What follows belongs to an exercise in optimizing a design on an open flow for small area, a short achievable clock period and few clock cycles; a production flow would make more cautious choices.
Only simulation tests tie the RTL to the original design; equivalence was not proved.
Power figures rest on the tool's default switching activity, not on a simulated workload.

==> trial 56 <==
Design cnn, start of the top module:
module cnn(
  input             clk,
  input             rst,
  input             en,
  input      [7:0]  ps_rd,
  input      [7:0]  in_rd,
  input      [7:0]  w_rd,
  input      [7:0]  b_rd,
  input      [7:0]  out_rd,
  output reg        done,
  output     [15:0] ps_ra,
  output     [15:0] in_ad,
  output reg        in_we,
  output     [7:0]  in_wd,
  output     [15:0] w_ra,
  output     [15:0] b_ra,
  output     [15:0] out_ad,
  output reg        out_we,
  output     [7:0]  out_wd
);
export LEC_CHECK = 0
export CAP_MARGIN = 20
export CORE_MARGIN = 2
export CORE_UTILIZATION = 40
export PLACE_DENSITY = 0.6
export SLEW_MARGIN = 20
create_clock -name core_clock -period 11.0 [get_ports {clk}]
run.sh (not shown) runs the stock make flow with config.mk's settings and CLKGATE_MAP_FILE= SYNTH_SCRIPT=/design/flow/synth_recipe.tcl, a recipe that flattens the netlist after the stock synthesis.
==> inputs of build 81, as changes to trial 56 <==
==> flow/design.v (replaced) <==
module cnn(
  input             clk,
  input             rst,
  input             en,
  input      [7:0]  ps_rd,
  input      [7:0]  in_rd,
  input      [7:0]  w_rd,
  input      [7:0]  b_rd,
  input      [7:0]  out_rd,
  output reg        done,
  output     [15:0] ps_ra,
  output     [15:0] in_ad,
  output reg        in_we,
  output     [7:0]  in_wd,
  output     [15:0] w_ra,
  output     [15:0] b_ra,
  output     [15:0] out_ad,
  output reg        out_we,
  output     [7:0]  out_wd
);
reg s_idle, s_load, s_init, s_calc, s_conv, s_cdrn, s_pool, s_pdrn;
reg [7:0] pR, pC, pM, pN, pK, pS, pIR, pIC, pnIR, pnIC, pnP;
reg [3:0] pa;
assign ps_ra = {12'd0, pa};
reg [15:0] dN;     
reg [15:0] dT;     
reg [15:0] SmS;    
reg [15:0] dCh;    
reg [15:0] NKK;    
reg        nkdone;
reg [1:0]  q;                  
reg [7:0]  j, i, n, tc, tr;    
reg [5:0]  mq;                 
reg [15:0] la, vb, tb;         
wire [7:0] j1 = j + 8'd1, i1 = i + 8'd1, n1 = n + 8'd1, tc1 = tc + 8'd1, tr1 = tr + 8'd1;
wire [6:0] mq1 = {1'b0, mq} + 7'd1;
wire il  = (i1 == pK);
wire nl  = (n1 == pN);
reg jl, il_r, nl_r, tcl, trl, tap_first, blk_last, quad_last, conv_last;
always @(posedge clk) begin
  jl <= (j1 == pK); il_r <= il; nl_r <= nl;
  tcl <= (tc == {1'b0, pC[7:1]});
  trl <= (tr == {1'b0, pR[7:1]});
  tap_first <= (j == 8'd0) & (i == 8'd0) & (n == 8'd0);
  blk_last  <= (j1 == pK) & il & nl;
  quad_last <= (j1 == pK) & il & nl & (tc == {1'b0, pC[7:1]}) & (tr == {1'b0, pR[7:1]});
  conv_last <= (j1 == pK) & il & nl & (tc == {1'b0, pC[7:1]}) & (tr == {1'b0, pR[7:1]}) &
               ({mq1, 2'b00} >= {1'b0, pM});
end
wire [15:0] tb_next = tcl ? (trl ? 16'd0 : tb + dT) : tb + {7'd0, pS, 1'b0};
wire [15:0] vb_next = blk_last ? tb_next : vb + (~jl ? 16'd1 : ~il_r ? {8'd0, pIC} : dN);
reg [15:0] wv, wa, wb;
reg        wval, wfirst, wlast, wqlast;
reg [5:0]  wmq;
wire [15:0] wa_add = wa + ((q == 2'd3) ? 16'd1 : NKK);
wire [15:0] wv_next = wval ? (wlast ? (wqlast ? wa_add : wb) : wv + 16'd1) : wv;
assign in_ad  = la;
assign w_ra   = wa;
assign b_ra   = {8'd0, wmq, q};
reg [7:0]  wr, br, br2;
reg [31:0] sh, xm;             
reg [11:0] p0, p1, p2, p3;     
reg [7:0]  g0, g1, g2, g3;     
reg [11:0] a00, a01, a02, a03, a10, a11, a12, a13;
reg [11:0] a20, a21, a22, a23, a30, a31, a32, a33;
reg [19:0] h0, h1, h2, h3;     
reg v1, f1, l1, v2, f2, l2, f3, l3, l4;
function [11:0] mlo;
  input [7:0] x;
  input [3:0] w;
  mlo = {{4{x[7]}}, x} * {8'd0, w};
endfunction
function [7:0] mhi;
  input [7:0] x;
  input [3:0] w;
  mhi = x * {{4{w[3]}}, w};
endfunction
function [4:0] relu;
  input [11:0] a;
  relu = a[11] ? 5'd0 : {1'b0, a[7:4]} + {4'd0, a[3]};
endfunction
wire [11:0] bias = {br2, 4'd0};
always @(posedge clk) begin
  wr  <= w_rd;
  br  <= b_rd;
  br2 <= br;
  sh  <= {in_rd, sh[31:8]};
  if (q == 2'd1) xm <= sh;
  p0 <= v2 ? mlo(xm[7:0],   wr[3:0]) : 12'd0;
  p1 <= v2 ? mlo(xm[15:8],  wr[3:0]) : 12'd0;
  p2 <= v2 ? mlo(xm[23:16], wr[3:0]) : 12'd0;
  p3 <= v2 ? mlo(xm[31:24], wr[3:0]) : 12'd0;
  g0 <= v2 ? mhi(xm[7:0],   wr[7:4]) : 8'd0;
  g1 <= v2 ? mhi(xm[15:8],  wr[7:4]) : 8'd0;
  g2 <= v2 ? mhi(xm[23:16], wr[7:4]) : 8'd0;
  g3 <= v2 ? mhi(xm[31:24], wr[7:4]) : 8'd0;
  a00 <= a01; a01 <= a02; a02 <= a03; a03 <= (f3 ? bias : a00) + p0 + {g0, 4'd0};
  a10 <= a11; a11 <= a12; a12 <= a13; a13 <= (f3 ? bias : a10) + p1 + {g1, 4'd0};
  a20 <= a21; a21 <= a22; a22 <= a23; a23 <= (f3 ? bias : a20) + p2 + {g2, 4'd0};
  a30 <= a31; a31 <= a32; a32 <= a33; a33 <= (f3 ? bias : a30) + p3 + {g3, 4'd0};
end
reg        wbusy, wfin, wpend;
reg [3:0]  wk;
reg [15:0] wo, ob;
reg        crow, cqend;
reg [5:0]  cmq;
reg [4:0]  owd;
assign out_wd = {3'd0, owd};
assign out_ad = wo;
wire hshift = l4 | (wbusy & (wk[1:0] == 2'd3));
always @(posedge clk) begin
  if (hshift) begin
    h0 <= {relu(a03), h0[19:5]};
    h1 <= {relu(a13), h1[19:5]};
    h2 <= {relu(a23), h2[19:5]};
    h3 <= {relu(a33), h3[19:5]};
  end
end
wire [4:0] hsel = (wk[1:0] == 2'd0) ? h0[4:0] : (wk[1:0] == 2'd1) ? h1[4:0] :
                  (wk[1:0] == 2'd2) ? h2[4:0] : h3[4:0];
wire chv = ({1'b0, cmq, wk[3:2]} < {1'b0, pM});
reg [1:0] pq;
reg xin, yin;
wire xl    = (j1 == pnIC);
wire yl    = (i1 == pnIR);
wire ml    = (n1 == pM);
wire inner = xin & yin;
wire xlin  = (tc == {1'b0, pC[7:1]});           
wire ylin  = (tr == {1'b0, pR[7:1]});           
wire el    = ~inner | (pq == 2'd3);
wire np0   = (pnP == 8'd0);
reg pe_1, pi_1, pf_1, pe_2, pi_2, pf_2;
reg [4:0] ordr, mx, iwd;
assign in_wd = {3'd0, iwd};
wire [4:0] mxn = (ordr > mx) ? ordr : mx;
always @(posedge clk) begin
  ordr <= out_rd[4:0];
  mx <= pf_2 ? ordr : mxn;
  if (pe_2) iwd <= pi_2 ? mxn : 5'd0;
end
wire [15:0] wo_d = s_pool ?
                     ((pq == 2'd1) ? {8'd0, pC} : (pq == 2'd3 && !xlin) ? 16'd0 - {8'd0, pC} : 16'd1) :
                     ((wk[1:0] == 2'd0) ? dCh : (wk[1:0] == 2'd2) ? {8'd0, pC} : 16'd1);
wire [15:0] wo_add = wo + wo_d;
wire cN = (j == pIR);
wire cT = (la[8:0] == {pS, 1'b0});
wire cS = (tc == pS);
wire cR = (tr == pR);
wire calc_done = nkdone & cN & cT & cS & cR;
wire pool_end = el & xl & yl & ml;
wire stall = blk_last & wpend;
wire slot_end = (q == 2'd3);
wire cdrn_done = ~wpend & slot_end & ~wval & ~v1 & ~v2 & ~l3 & ~l4;
always @(posedge clk or posedge rst) begin
  if (rst) begin
    s_idle <= 1'b1; s_load <= 1'b0; s_init <= 1'b0; s_calc <= 1'b0;
    s_conv <= 1'b0; s_cdrn <= 1'b0; s_pool <= 1'b0; s_pdrn <= 1'b0;
    done <= 1'b0;
    pa <= 4'd0;
    wval <= 1'b0;
    v1 <= 1'b0; f1 <= 1'b0; l1 <= 1'b0; v2 <= 1'b0; f2 <= 1'b0; l2 <= 1'b0;
    f3 <= 1'b0; l3 <= 1'b0; l4 <= 1'b0;
    wbusy <= 1'b0; wfin <= 1'b0; wpend <= 1'b0;
    out_we <= 1'b0;
    pe_1 <= 1'b0; pi_1 <= 1'b0; pf_1 <= 1'b0; pe_2 <= 1'b0; pi_2 <= 1'b0; pf_2 <= 1'b0;
    in_we <= 1'b0;
  end else begin
    if (slot_end) wval <= s_conv & ~stall;
    v1 <= wval; f1 <= wval & wfirst; l1 <= wval & wlast;
    v2 <= v1; f2 <= f1; l2 <= l1;
    f3 <= f2; l3 <= l2;
    l4 <= l3;
    if (s_conv & slot_end & ~stall & blk_last) wpend <= 1'b1;
    if (l4 & (q == 2'd3)) wbusy <= 1'b1;       
    if (wbusy & (wk == 4'd15)) wbusy <= 1'b0;
    wfin <= wbusy & (wk == 4'd15);
    if (wfin) wpend <= 1'b0;
    out_we <= wbusy & chv;
    pe_1 <= s_pool & el;
    pi_1 <= s_pool & inner;
    pf_1 <= s_pool & (pq == 2'd0);
    pe_2 <= pe_1; pi_2 <= pi_1; pf_2 <= pf_1;
    in_we <= pe_2;
    if (s_idle & en) begin s_idle <= 1'b0; s_load <= 1'b1; done <= 1'b0; pa <= 4'd1; end
    if (s_load) begin
      pa <= (pa == 4'd11) ? 4'd0 : pa + 4'd1;
      if (pa == 4'd11) begin s_load <= 1'b0; s_init <= 1'b1; end
    end
    if (s_init) begin s_init <= 1'b0; s_calc <= 1'b1; end
    if (s_calc & calc_done) begin s_calc <= 1'b0; s_conv <= 1'b1; end
    if (s_conv & slot_end & ~stall & conv_last) begin s_conv <= 1'b0; s_cdrn <= 1'b1; end
    if (s_cdrn & cdrn_done) begin s_cdrn <= 1'b0; s_pool <= 1'b1; end
    if (s_pool & pool_end) begin s_pool <= 1'b0; s_pdrn <= 1'b1; end
    if (s_pdrn & (pq == 2'd2)) begin s_pdrn <= 1'b0; s_idle <= 1'b1; done <= 1'b1; end
  end
end
always @(posedge clk) begin
  q <= q + 2'd1;
  if (wbusy) begin
    owd <= hsel;
    wk <= wk + 4'd1;
    wo <= (wk == 4'd0) ? ob : wo_add;
  end else
    wk <= 4'd0;
  if (wfin) ob <= cqend ? wo + 16'd1 : crow ? ob + {8'd0, pC} + 16'd3 : ob + 16'd2;
  if (s_load) begin
    pR <= pC; pC <= pM; pM <= pN; pN <= pK; pK <= pS; pS <= pIR; pIR <= pIC;
    pIC <= pnIR; pnIR <= pnIC; pnIC <= pnP; pnP <= ps_rd;
  end
  if (s_init) begin
    dN  <= 16'd1 - {8'd0, pK};
    dT  <= {8'd0, pK} + {8'd0, pS};
    SmS <= {8'd0, pIC} - {8'd0, pS};
    dCh <= 16'd0 - {8'd0, pC} - 16'd1;
    NKK <= 16'd0;
    nkdone <= 1'b0;
    la <= 16'd1; i <= 8'd0; n <= 8'd0;
    j <= pK - 8'd1; tc <= 8'd1; tr <= 8'd0;
  end
  if (s_calc) begin
    if (!cN) begin dN <= dN + {8'd0, pIC}; j <= j1; end
    if (!cT) begin dT <= dT + {8'd0, pIC}; la <= la + 16'd1; end
    if (!cS) begin SmS <= SmS + {8'd0, pIC}; tc <= tc1; end
    if (!cR) begin dCh <= dCh + {8'd0, pC}; tr <= tr1; end
    if (!nkdone) begin
      NKK <= NKK + {8'd0, pK};
      i <= il ? 8'd0 : i1;
      if (il) n <= n1;
      if (il & nl) nkdone <= 1'b1;
    end
    if (calc_done) begin
      pIC <= pIC - pK + 8'd1;
      pC <= pC - 8'd1;
      pR <= pR - 8'd1;
      q <= 2'd0;
      j <= 8'd0; i <= 8'd0; n <= 8'd0; tc <= 8'd0; tr <= 8'd0; mq <= 6'd0;
      la <= 16'd0; vb <= 16'd0; tb <= 16'd0;
      wv <= 16'd0; wa <= 16'd0; wb <= 16'd0; ob <= 16'd0;
    end
  end
  if (s_conv) begin
    if (slot_end) begin
      if (~stall) begin
        j <= jl ? 8'd0 : j1;
        if (jl) i <= il_r ? 8'd0 : i1;
        if (jl & il_r) n <= nl_r ? 8'd0 : n1;
        if (blk_last) begin
          tc <= tcl ? 8'd0 : tc1;
          if (tcl) tr <= trl ? 8'd0 : tr1;
          if (tcl & trl) mq <= mq1[5:0];
          tb <= tb_next;
          crow <= tcl; cqend <= tcl & trl; cmq <= mq;
        end
        vb <= vb_next;
        la <= vb_next;
      end else
        la <= vb;
      wfirst <= tap_first; wlast <= blk_last; wqlast <= quad_last; wmq <= mq;
    end else
      la <= la + ((q == 2'd1) ? SmS : {8'd0, pS});
  end
  if (s_cdrn) begin
    j <= 8'd0; i <= 8'd0; n <= 8'd0; tc <= 8'd0; tr <= 8'd0; pq <= 2'd0;
    xin <= np0; yin <= np0;
    la <= 16'd0;
    if (cdrn_done) wo <= 16'd0;
  end
  if (s_pool) begin
    la <= la + {15'd0, in_we};
    if (inner) begin
      pq <= pq + 2'd1;
      wo <= wo_add;
    end
    if (el) begin
      if (xl) begin
        j <= 8'd0; tc <= 8'd0; xin <= np0;
        if (yl) begin
          i <= 8'd0; tr <= 8'd0; yin <= np0; n <= n1;
        end else begin
          i <= i1;
          if (yin) tr <= tr1;
          if (i1 == pnP) yin <= 1'b1;
          else if (yin & ylin) yin <= 1'b0;
        end
      end else begin
        j <= j1;
        if (xin) tc <= tc1;
        if (j1 == pnP) xin <= 1'b1;
        else if (xin & xlin) xin <= 1'b0;
      end
    end
    if (pool_end) pq <= 2'd0;
  end
  if (s_pdrn) begin
    la <= la + {15'd0, in_we};
    pq <= pq + 2'd1;
  end
  if (s_conv | s_cdrn) begin
    if (slot_end) begin
      wa <= wv_next;
      wv <= wv_next;
      if (wval & wlast & wqlast) wb <= wa_add;
    end else if (wval)
      wa <= wa_add;
  end
end
endmodule
- CAP_MARGIN: 20 -> 40
- SETUP_SLACK_MARGIN: default -> 5
- SLEW_MARGIN: 20 -> 60
==> inputs of trial 20, as changes to trial 56 <==
- SETUP_SLACK_MARGIN: default -> 5
==> summary of the runs <==
In synthesized cell count, trial 20 and trial 56 do not differ. In trial 20 the combinational power is smaller than in build 81, by 88%. In count of clock-buffer cells in the layout, build 81 and trial 56 do not differ. Sequential power is about the same in trial 20 and trial 56. In build 81 the clock skew is higher than in trial 20, by 0.016 ns. Of trial 56 and build 81, trial 56 has the higher die area (gap 0.57%, measured against build 81). In core utilization, trial 20 and trial 56 hardly differ. Against build 81, the fmax of trial 20 is lower by about 17%.
==> figures <==
Multi-input gate area: trial 20 27460 um^2; trial 56 27440 um^2; build 81 28970 um^2
Routed wire length: trial 20 128000 um; trial 56 128000 um; build 81 133900 um
Status: trial 20 no timing/DRC/antenna violations; trial 56 no timing/DRC/antenna violations; build 81 no timing/DRC/antenna violations
Via count: trial 20 36610; trial 56 36610; build 81 38490
Global Route met1 Usage: trial 20 0.2609; trial 56 0.2609; build 81 0.2731
Weighted congestion at the end of routability-driven global placement: trial 20 0.9013; trial 56 0.9013; build 81 0.8944
Power density relative to cell area: trial 20 128.1 nW/um^2; trial 56 128.1 nW/um^2; build 81 208.7 nW/um^2
Buffering overhead: trial 20 0.02639; trial 56 0.02640; build 81 0.03030
DPL Wire Length: trial 20 94410 um; trial 56 94410 um; build 81 97270 um
Die Area: trial 20 131000 um^2; trial 56 131000 um^2; build 81 130300 um^2
Startpoint of the most critical setup path: trial 20 i[0]; trial 56 i[0]; build 81 pC[7]
Slew margin rel.: trial 20 0.2515; trial 56 0.2799; build 81 0.5781
Placeable core region: trial 20 127400 um^2; trial 56 127400 um^2; build 81 126100 um^2
Flops & latches, synth: trial 20 868; trial 56 868; build 81 873
Post-route clock period utilization: trial 20 0.5073; trial 56 0.5342; build 81 0.4211
Tightest hold margin: trial 20 0.3208 ns; trial 56 0.3218 ns; build 81 0.2743 ns
Synth Area in Compound Gates: trial 20 0.1297; trial 56 0.1297; build 81 0.1522
Testbench counts of trial 56, summed over its fixed seeds: cycles 2,423,728.
Testbench counts of build 81, summed over its fixed seeds: cycles 2,423,728.
Testbench counts of trial 20, summed over its fixed seeds: cycles 2,423,728.

static timing again, ports no longer ideal:
How much do the figures lean on ideal ports? The routed layouts below were timed once more, with nothing changed but the port constraints. Step 1 (the two cells are an assumption about what drives the block):
set clk [get_ports {clk}]
set_driving_cell -lib_cell sky130_fd_sc_hd__clkbuf_16 $clk
set_driving_cell -lib_cell sky130_fd_sc_hd__buf_2 [delete_from_list [all_inputs] $clk]
Step 2 also shifts input and output timing later by t, the mid clock arrival at the registers, as if the neighbouring blocks saw the same clock. Slacks: ideal ports / drivers / drivers and shift; pairs: ideal ports / drivers.
| run | shift t [ns] | setup WS [ns] | latest minus earliest clock arrival (ns) |
|---|---|---|---|
| trial 56 | 0.764 | 5.124 / 5.124 / 5.124 | 0.047 / 0.047 |
| build 81 | 0.782 | 6.367 / 6.367 / 6.367 | 0.064 / 0.064 |
| trial 20 | 0.764 | 5.419 / 5.419 / 5.419 | 0.047 / 0.047 |
After both steps setup and hold are still met in every run listed.
